This design comes from an exercise in tuning for small area on the open sky130 flow, not from production work. The RTL was checked by simulation tests, not by an equivalence proof against the original design.

==> flow/config.mk <==
export PLATFORM = sky130hd
export DESIGN_NAME = gemm_datapath
export DESIGN_NICKNAME = gemm_datapath
export VERILOG_FILES = /design/flow/design.v
export SDC_FILE = /design/flow/constraint.sdc
export NUM_CORES = 4
export LEC_CHECK = 0
export CAP_MARGIN = 20
export CORE_MARGIN = 2
export CORE_UTILIZATION = 40
export SLEW_MARGIN = 20
==> flow/constraint.sdc <==
create_clock -name core_clock -period 7.0 [get_ports {clk}]
set_input_delay 1.4000 -clock core_clock [delete_from_list [all_inputs] [get_ports {clk}]]
set_output_delay 1.4000 -clock core_clock [all_outputs]
set_load 0.01 [all_outputs]
==> flow/design.v <==
`timescale 1ns/1ps
module register_sync #(
  parameter integer WIDTH                 = 8
) (
  input  wire                             clk,
  input  wire        [ WIDTH -1 : 0 ]     in,
  output wire        [ WIDTH -1 : 0 ]     out
);
  reg [ WIDTH -1 : 0 ] out_reg;
  always @(posedge clk)
  begin
      out_reg <= in;
  end
  assign out = out_reg;
endmodule
`timescale 1ns/1ps
module mem_data_sync
#(
  parameter integer DATA_WIDTH           = 8,
  parameter integer ARRAY                = 32,
  parameter integer MEM_DATA_WIDTH       = DATA_WIDTH*ARRAY
)
(
  input   wire                             clk,
  input   wire [ MEM_DATA_WIDTH  -1 : 0 ]  data_in,
  output  wire [ MEM_DATA_WIDTH  -1 : 0 ]  data_out
);
  genvar n, m;
  generate
    for (n = 0; n < ARRAY; n = n + 1)
    begin: SYNC_N
      for (m = 0; m <= n; m = m + 1)
      begin: SYNC_M
        wire [ DATA_WIDTH           -1 : 0 ]        a;
        wire [ DATA_WIDTH           -1 : 0 ]        a_dly;
        wire [ DATA_WIDTH           -1 : 0 ]        a_dly_fwd;
        assign a = data_in[n*DATA_WIDTH+:DATA_WIDTH];     
        if (m == 0)
          assign a_dly = a;
        else 
          assign a_dly = SYNC_N[n].SYNC_M[m-1].a_dly_fwd;
        if (m == n)
          assign data_out[n*DATA_WIDTH+:DATA_WIDTH] = SYNC_N[n].SYNC_M[m].a_dly_fwd; 
        register_sync #(DATA_WIDTH) read_addr_fwd (clk, a_dly, a_dly_fwd);
      end
    end
  endgenerate
  endmodule
`timescale 1ns/1ps
module mem_data_sync_out
#(
  parameter integer DATA_WIDTH           = 8,
  parameter integer ARRAY                = 32,
  parameter integer MEM_DATA_WIDTH       = DATA_WIDTH*ARRAY
)
(
  input   wire                             clk,
  input   wire [ MEM_DATA_WIDTH  -1 : 0 ]  data_in,
  output  wire [ MEM_DATA_WIDTH  -1 : 0 ]  data_out
);
  genvar n, m;
  generate
    for (n = 0; n < ARRAY; n = n + 1)
    begin: SYNC_N
      for (m = 0; m < (ARRAY - n); m = m + 1)
      begin: SYNC_M
        wire [ DATA_WIDTH           -1 : 0 ]        a;
        wire [ DATA_WIDTH           -1 : 0 ]        a_dly;
        wire [ DATA_WIDTH           -1 : 0 ]        a_dly_fwd;
        assign a = data_in[n*DATA_WIDTH+:DATA_WIDTH];     
        if (m == 0)
          assign a_dly = a;
        else 
          assign a_dly = SYNC_N[n].SYNC_M[m-1].a_dly_fwd;
        if (m == (ARRAY - 1 - n))
          assign data_out[n*DATA_WIDTH+:DATA_WIDTH] = SYNC_N[n].SYNC_M[m].a_dly_fwd; 
        register_sync #(DATA_WIDTH) read_addr_fwd (clk, a_dly, a_dly_fwd);
      end
  end
  endgenerate
  endmodule
`timescale 1ns/1ps
module pe #(
  parameter integer  INP_DATA_WIDTH                    = 8,
  parameter integer  WGT_DATA_WIDTH                    = 8,
  parameter integer  MULT_OUT_WIDTH               = INP_DATA_WIDTH + WGT_DATA_WIDTH,
  parameter integer  PE_OUT_WIDTH                 = MULT_OUT_WIDTH
) (
  input  wire                                         clk,
  input  wire  [ INP_DATA_WIDTH       -1 : 0 ]        a_in,
  output wire  [ INP_DATA_WIDTH       -1 : 0 ]        a_out,  
  input  wire                                         b_en_in,
  output wire                                         b_en_out,    
  input  wire  [ WGT_DATA_WIDTH       -1 : 0 ]        b_path_in,
  output wire  [ WGT_DATA_WIDTH       -1 : 0 ]        b_path_out, 
  input  wire                                         b_path_en_in,
  output wire                                         b_path_en_out,   
  input wire  signed  [ PE_OUT_WIDTH         -1 : 0 ]        c_in,
  output wire signed  [ PE_OUT_WIDTH         -1 : 0 ]        c_out
);
  reg signed [ PE_OUT_WIDTH       -1 : 0 ]            mult_out_reg;
  reg signed [ PE_OUT_WIDTH       -1 : 0 ]            mult_add_out;
  reg signed [ INP_DATA_WIDTH            -1 : 0 ]            a_reg;
  reg signed [ WGT_DATA_WIDTH            -1 : 0 ]            b_reg;
  reg [ WGT_DATA_WIDTH            -1 : 0 ]            b_path_reg;
  reg                                                 b_en_reg;
  reg                                                 b_path_en_reg;
  assign a_out = a_reg;
  assign b_en_out = b_en_reg;
  assign b_path_en_out = b_path_en_reg;
  assign b_path_out = b_path_reg;
  assign c_out = mult_add_out;  
  always @(posedge clk)
  begin
    a_reg <= a_in;
    b_en_reg <= b_en_in;
    b_path_en_reg <= b_path_en_in;
  end
  always @(posedge clk)
  begin
    if (b_path_en_reg)
      b_path_reg <= b_path_in;
    else
      b_path_reg <= b_path_reg;
  end
  always @(posedge clk)
  begin
    if (b_en_reg)
        b_reg <= b_path_reg;
    else
      b_reg <= b_reg;
  end
  always @(posedge clk)
  begin
    mult_out_reg <= a_reg * b_reg;
    mult_add_out <= mult_out_reg + c_in;
  end
endmodule
`timescale 1ns/1ps
module systolic_array #(
  parameter integer  ARRAY_M                      = 16,
  parameter integer  ARRAY_N                      = 16,
  parameter integer  INP_DATA_WIDTH               = 8,
  parameter integer  WGT_DATA_WIDTH               = 8,
  parameter integer  MULT_OUT_WIDTH               = INP_DATA_WIDTH + WGT_DATA_WIDTH,
  parameter integer  PE_OUT_WIDTH                 = INP_DATA_WIDTH + WGT_DATA_WIDTH + $clog2(ARRAY_N),
  parameter integer  INP_MEM_DATA_WIDTH           = ARRAY_N * INP_DATA_WIDTH,
  parameter integer  WGT_MEM_DATA_WIDTH           = ARRAY_N * WGT_DATA_WIDTH,
  parameter integer  PE_OUT_DATA_WIDTH            = ARRAY_N * PE_OUT_WIDTH 
) (
  input  wire                                         clk,
  input  wire  [ INP_MEM_DATA_WIDTH             -1 : 0 ]        a,
  input  wire  [ WGT_MEM_DATA_WIDTH             -1 : 0 ]        b,  
  input  wire  [ ARRAY_N                        -1 : 0 ]        b_en,
  input  wire  [ ARRAY_N                        -1 : 0 ]        b_path_en,  
  output wire  [ PE_OUT_DATA_WIDTH              -1 : 0 ]        systolic_out
);
genvar n, m;
generate
for (m=0; m<ARRAY_M; m=m+1)
begin: LOOP_INPUT_FORWARD
for (n=0; n<ARRAY_N; n=n+1)
begin: LOOP_OUTPUT_FORWARD
  wire [ INP_DATA_WIDTH       -1 : 0 ]        a_in;   
  wire [ INP_DATA_WIDTH       -1 : 0 ]        a_out;     
  wire                                        b_en_in;      
  wire                                        b_en_out;  
  wire [ WGT_DATA_WIDTH       -1 : 0 ]        b_path_in;
  wire [ WGT_DATA_WIDTH       -1 : 0 ]        b_path_out; 
  wire                                        b_path_en_in;   
  wire                                        b_path_en_out;   
  wire [ PE_OUT_WIDTH         -1 : 0 ]        c_in;  
  wire [ PE_OUT_WIDTH         -1 : 0 ]        c_out;     
  if (m == 0)
  begin
    assign a_in = a[n*INP_DATA_WIDTH+:INP_DATA_WIDTH];
    assign b_path_in = b[n*WGT_DATA_WIDTH+:WGT_DATA_WIDTH];
  end
  else
  begin
    assign a_in = LOOP_INPUT_FORWARD[m-1].LOOP_OUTPUT_FORWARD[n].a_out;
    assign b_path_in = LOOP_INPUT_FORWARD[m-1].LOOP_OUTPUT_FORWARD[n].b_path_out;
  end
  if (n == 0)
  begin
    assign c_in = 'd0;
    assign b_en_in = b_en[m+:1];
    assign b_path_en_in = b_path_en[m+:1];    
  end
  else
  begin
    assign c_in = LOOP_INPUT_FORWARD[m].LOOP_OUTPUT_FORWARD[n-1].c_out; 
    assign b_en_in = LOOP_INPUT_FORWARD[m].LOOP_OUTPUT_FORWARD[n-1].b_en_out;
    assign b_path_en_in = LOOP_INPUT_FORWARD[m].LOOP_OUTPUT_FORWARD[n-1].b_path_en_out;    
  end
  pe #(
    .INP_DATA_WIDTH                 ( INP_DATA_WIDTH                 ),
    .WGT_DATA_WIDTH                 ( WGT_DATA_WIDTH                 ),
    .PE_OUT_WIDTH                   ( PE_OUT_WIDTH                   )
  ) pe_inst (
    .clk                            ( clk                            ),  
    .a_in                           ( a_in                           ),  
    .a_out                          ( a_out                          ),  
    .b_en_in                        ( b_en_in                        ),  
    .b_en_out                       ( b_en_out                       ),  
    .b_path_in                      ( b_path_in                      ),  
    .b_path_out                     ( b_path_out                     ),  
    .b_path_en_in                   ( b_path_en_in                   ),  
    .b_path_en_out                  ( b_path_en_out                  ),  
    .c_in                           ( c_in                           ),  
    .c_out                          ( c_out                          )  
    );
  if (n == ARRAY_N - 1)
  begin
    assign systolic_out[m*PE_OUT_WIDTH+:PE_OUT_WIDTH] = c_out;
  end
end
end
endgenerate
endmodule
`timescale 1ns/1ps
module gemm_datapath #(
    parameter integer  ARRAY_N                            = 8,
    parameter integer  ARRAY_M                            = 8,
    parameter integer  INP_DATA_WIDTH                     = 8,
    parameter integer  WGT_DATA_WIDTH                     = 8,
    parameter integer  ACC_DATA_WIDTH                     = 32,
    parameter integer  PE_OUT_WIDTH                       = INP_DATA_WIDTH + WGT_DATA_WIDTH + $clog2(ARRAY_N),
    parameter integer  INP_MEM_DATA_WIDTH                 = ARRAY_N * INP_DATA_WIDTH,
    parameter integer  WGT_MEM_DATA_WIDTH                 = ARRAY_N * WGT_DATA_WIDTH,
    parameter integer  ACC_MEM_DATA_WIDTH                 = ARRAY_N * ACC_DATA_WIDTH,
    parameter integer  PE_OUT_DATA_WIDTH                  = ARRAY_N * PE_OUT_WIDTH
) (
    input   wire                                                      clk,
    input   wire                                                      reset_n,
    input   wire  [ INP_MEM_DATA_WIDTH              -1 : 0 ]          inp_mem_read_DOUT,
    input   wire  [ WGT_MEM_DATA_WIDTH              -1 : 0 ]          wgt_mem_read_DOUT,
    input   wire  [ ARRAY_N                         -1 : 0 ]          b_en,
    input   wire  [ ARRAY_N                         -1 : 0 ]          b_path_en,
    input   wire  [ ACC_MEM_DATA_WIDTH              -1 : 0 ]          acc_mem_read_DOUT,
    output  wire  [ ACC_MEM_DATA_WIDTH              -1 : 0 ]          acc_mem_write_DIN
);
  wire  [ INP_MEM_DATA_WIDTH        -1 : 0 ]        inp_mem_DOUT_dly;
  wire  [ WGT_MEM_DATA_WIDTH        -1 : 0 ]        wgt_mem_read_DOUT_dly;
  wire  [ PE_OUT_DATA_WIDTH         -1 : 0 ]        systolic_out;
  wire  [ PE_OUT_DATA_WIDTH         -1 : 0 ]        systolic_out_dly;
  mem_data_sync #(
    .DATA_WIDTH                       ( INP_DATA_WIDTH                ),
    .ARRAY                            ( ARRAY_M                       )
  ) inp_sync (
    .clk                              ( clk                           ),
    .data_in                          ( inp_mem_read_DOUT             ),
    .data_out                         ( inp_mem_DOUT_dly              )
    );
  mem_data_sync #(
    .DATA_WIDTH                       ( WGT_DATA_WIDTH                ),
    .ARRAY                            ( ARRAY_M                       )
  ) wgt_sync (
    .clk                              ( clk                           ),
    .data_in                          ( wgt_mem_read_DOUT             ),
    .data_out                         ( wgt_mem_read_DOUT_dly         )
    );
  mem_data_sync_out #(
    .DATA_WIDTH                       ( PE_OUT_WIDTH                  ),
    .ARRAY                            ( ARRAY_M                       )
  ) acc_sync (
    .clk                              ( clk                           ),
    .data_in                          ( systolic_out                  ),
    .data_out                         ( systolic_out_dly              )
    );
  systolic_array #(
    .ARRAY_M                          ( ARRAY_M                       ),
    .ARRAY_N                          ( ARRAY_N                       ),
    .INP_DATA_WIDTH                   ( INP_DATA_WIDTH                ),
    .WGT_DATA_WIDTH                   ( WGT_DATA_WIDTH                )
  ) systolic_array (
    .clk                              ( clk                           ),
    .a                                ( inp_mem_DOUT_dly              ),
    .b                                ( wgt_mem_read_DOUT_dly         ),
    .b_en                             ( b_en                          ),
    .b_path_en                        ( b_path_en                     ),
    .systolic_out                     ( systolic_out                  )
    );
genvar p;
generate
for (p=0; p<ARRAY_M; p=p+1)
begin: ADD
  wire signed [ ACC_DATA_WIDTH                 -1 : 0 ]        acc_in;
  reg  signed [ ACC_DATA_WIDTH                 -1 : 0 ]        acc_out;
  wire signed [ PE_OUT_WIDTH                   -1 : 0 ]        acc_systolic;
  assign acc_systolic = systolic_out_dly[p*PE_OUT_WIDTH+:PE_OUT_WIDTH];
  assign acc_in = acc_mem_read_DOUT[p*ACC_DATA_WIDTH+:ACC_DATA_WIDTH];
  always @(posedge clk)
  begin
    if(!reset_n)
      acc_out <= 'd0;
    else
      acc_out <= acc_in + acc_systolic;
  end
  assign acc_mem_write_DIN[p*ACC_DATA_WIDTH+:ACC_DATA_WIDTH] = acc_out;
end
endgenerate
endmodule
==> flow/run.sh <==
#!/bin/bash
# synth_recipe.tcl (not shown) runs the flow's synth.tcl, then flattens the netlist and writes it again
# the make line also repeats each setting of config.mk as NAME=value (left out here)
make -C /OpenROAD-flow-scripts/flow DESIGN_CONFIG=/design/flow/config.mk WORK_HOME=/design/flow/orfs CLKGATE_MAP_FILE= SYNTH_SCRIPT=/design/flow/synth_recipe.tcl finish
==> notes.md <==
-- report_power, final --
part           internal (W)  total [W]  switching, W
registers            0.0431     0.0494       0.00626
clock network        0.0195     0.0332        0.0137
logic                0.0406     0.0889        0.0483
total                 0.103      0.171        0.0683
-- cells in the final DEF, fill, tap and decap left out, types with 556 or more instances in the layout --
cell type,count
ha_1,3096
inv_1,5837
nor2_1,1261
dfxtp_1,4372
xnor2_1,1709
nand2_1,1591
edfxtp_1,1024
a21oi_1,1062
clkbuf_16,619
fa_1,3584
and2_1,2747
clkdlybuf4s50_1,656
nor2b_1,556
o21ai_0,718
-- how the worst max path moves through the flow --
stage                          startpoint  cells after the start                       endpoint
detailed placement  acc_mem_read_DOUT[32]                     15  ADD[1].acc_out[28]$_SDFF_PN0_
finish                               flop                     19                           flop
floorplan                            flop                     19                           flop
CTS                                  flop                     19                           flop
global placement    acc_mem_read_DOUT[32]                     15  ADD[1].acc_out[28]$_SDFF_PN0_
global route                         flop                     19                           flop
-- worst max-delay path: stages (launching register included) --
cell and delay, ns:
edfxtp_1 0.52, and2_1 0.22, fa_1 0.53, inv_1 0.06, fa_1 0.54, inv_1 0.05
fa_1 0.47, inv_1 0.04, fa_1 0.47, inv_1 0.04, ha_1 0.31, o21ai_0 0.14
a21boi_0 0.17, o21ai_0 0.27, a21boi_0 0.18, o21a_1 0.21, o21ai_0 0.15, nand2b_1 0.07
a21oi_1 0.18, xnor2_1 0.13
-- synth_stat cells (36+ instances only) --
master,instances
nand4_1,44
a2111oi_0,40
edfxtp_1,1024
fa_1,3584
ha_1,3096
nor2b_1,556
a31oi_1,59
mux2_2,58
nand2b_1,328
nand2_1,1591
a21oi_1,1062
xor2_1,317
or3_1,73
o41a_1,45
o21bai_1,110
o31ai_1,85
nand3_1,182
clkbuf_1,49
a41oi_1,36
o31a_1,49
and3_1,74
a21boi_0,231
o21ai_0,718
dfxtp_1,4372
nor3_1,282
inv_1,5837
or2_2,49
o41ai_1,41
a21o_1,393
xnor2_1,1709
a211oi_1,69
and2_1,2747
o21a_1,158
nor2_1,1261
-- kinds of logic (layout without fill, tap and decap cells) --
logic type	after synthesis	count (layout)	share of synthesized area
AO/OA/AOI/OAI	3329	3329	0.0642
XOR/XNOR	2026	2026	0.0541
adder cells (fa/ha/maj)	6680	6680	0.337
buffers and inverters	5889	7616	0.0673
flip-flops	5396	5396	0.360
multiplexers	70	70	0.00236
other	0	28	0
AND/OR/NAND/NOR	7263	7263	0.115
-- final cells by class --
type / instances / share of cell area
clock inverter: 338 / 0.0124
multi-input combinational: 19400 / 0.508
timing repair buffer: 661 / 0.0179
clock buffer: 778 / 0.0456
antenna: 28 / 0.000189
inverter: 5839 / 0.0593
sequential: 5396 / 0.320
tap: 10900 / 0.0367
-- layer usage --
layer | GRT usage | up-vias | part of all wire | routed length, microns
met5 | 0 | - | 0.00019 | 135
met4 | 0.0461 | 20 | 0.028 | 19900
met3 | 0.0200 | 998 | 0.036 | 25400
met2 | 0.300 | 3051 | 0.49 | 346000
met1 | 0.226 | 99900 | 0.45 | 318000
li1 | - | 98900 | - | -
-- per-stage QoR --
step	setup slack [ns]	area (sq um)	util
3_5_place_dp	1.76	348000	0.426
4_1_cts	2.13	370000	0.452
2_1_floorplan	2.64	328000	-
5_1_grt	1.77	370000	0.452
3_3_place_gp	1.76	348000	0.426
6_report	2.14	370000	0.452
==> impl_metrics.ini <==
[worst_setup_path]
startpoint_type = flop
reg2reg_setup_slack_ns = 2.14
path_max_fanout = 8
criticalPathCategory = flop to flop
arrival_ns = 5.85
cp-end-kind = flop
reg2regPathDepth = 19
required_ns = 7.98

[finish]
drive_gt1_frac = 0.0358
multi_input_comb_area_sq_um = 188000
fill_cells = 76000
instances_no_fill = 43300
regArea_sq_um = 118000
layout.nets = 38900
area_growth_pct = 12.7

[hold_path]
holdPathStages = 0
hold_path_class = flop to flop

[routing]
routed_wl_mm = 709
drtIter0Drc = 8844
viasPerCell = 4.69
drc = 0
wire_per_inst_microns = 16.4
vias = 203000
ant_nets = 0
firstDrtPassIters = 6

[sta]
worstMarginPinSlew_ns = 0.904
fin_tns_setup_ns = 0
min_period_ns = 4.86
fin_crit_sh = 0.695
skew_ns = 0.0779
slew_headroom = 0.381
rsz0062_at_grt = false
setup_viol = 0
hold_ws_ns = 0.264
timing.final.max_slew_violations = 0
timing.fmax_mhz = 206
hold_violations = 0

[clock_network]
clk_pin_slew_ns = 0.06
worstSkewPairLatency_ns = 1.14
hold_buffers = 0
cts-resized-gates = 0
htree_levels = 6
cts_buffers = 600
cts_setup_buffers = 0
cts_tree = yes
clock_path_buffers = 4
clock-sinks = 5396
cts_root_buf = clkbuf_16

[grt]
grt_pass1_vias = 212000
gr-usage-all-layers = 0.172
grt_max_degree = 110
grt_antenna_before_repair = 53
overflow = 0
grt_pass1_wl_mm = 1150

[yosys]
netlist_area_sq_um = 328000
synth_top_cell_by_area = dfxtp_1
synth_cell_types = 84
syn_avg_cell_area_sq_um = 10.7
synth_seq_area_share = 0.360
synth_top_area_share = 0.267
synth_cells = 30700
synthFlopType = dfxtp_1
synth_edf_count = 1024
yosys_register_bits = 5396
yosys_warnings = 4
synthTopCellsByArea = dfxtp_1 (27%), fa_1 (22%), ha_1 (12%)
synth-async-reset-ratio = 0
syn_nets = 37700

[power]
ir_worst_vdd_mv = 0.319
total_power_w = 0.171
power.leakage_nw = 171
powerDensity_nw_per_um2 = 464

[job]
max_cap_violations = 0

[placed_design]
place.gp.congestion = 0.874
portBuffers = 657
place_inst = 42100
post-dp-hpwl_mm = 586

[floorplanning]
start_util = 0.402
die_x_microns = 910
die_h_microns = 910
coreArea_sq_um = 818000
rows = 332
num_io_pins = 658
dieArea_sq_um = 828000

[run_status]
status = complete, no violations

==> re-timing with driven ports <==
No port has a modelled driver above. Below, the same layout with a new extraction and two added sets of constraints.
Step 1: set_driving_cell puts a clkbuf_16 on clk and a buf_2 on each other input, an assumption about the parent block.
Step 2, shift: input delay + t, output delay - t, t = (earliest + latest rising clock arrival at the registers) / 2. This alone moves slack from input paths to output paths.
a / b / c = ideal / step 1 / step 2; a / b = the first two.
t, ns: 1.209
slack for setup (ns): 2.136 / 2.136 / 1.637
clock arrival spread, ns: 0.131 / 0.130
After both steps this run still meets setup and hold. The setup slack of this run moves by 0.000 ns with the drivers and by -0.499 ns with both steps.
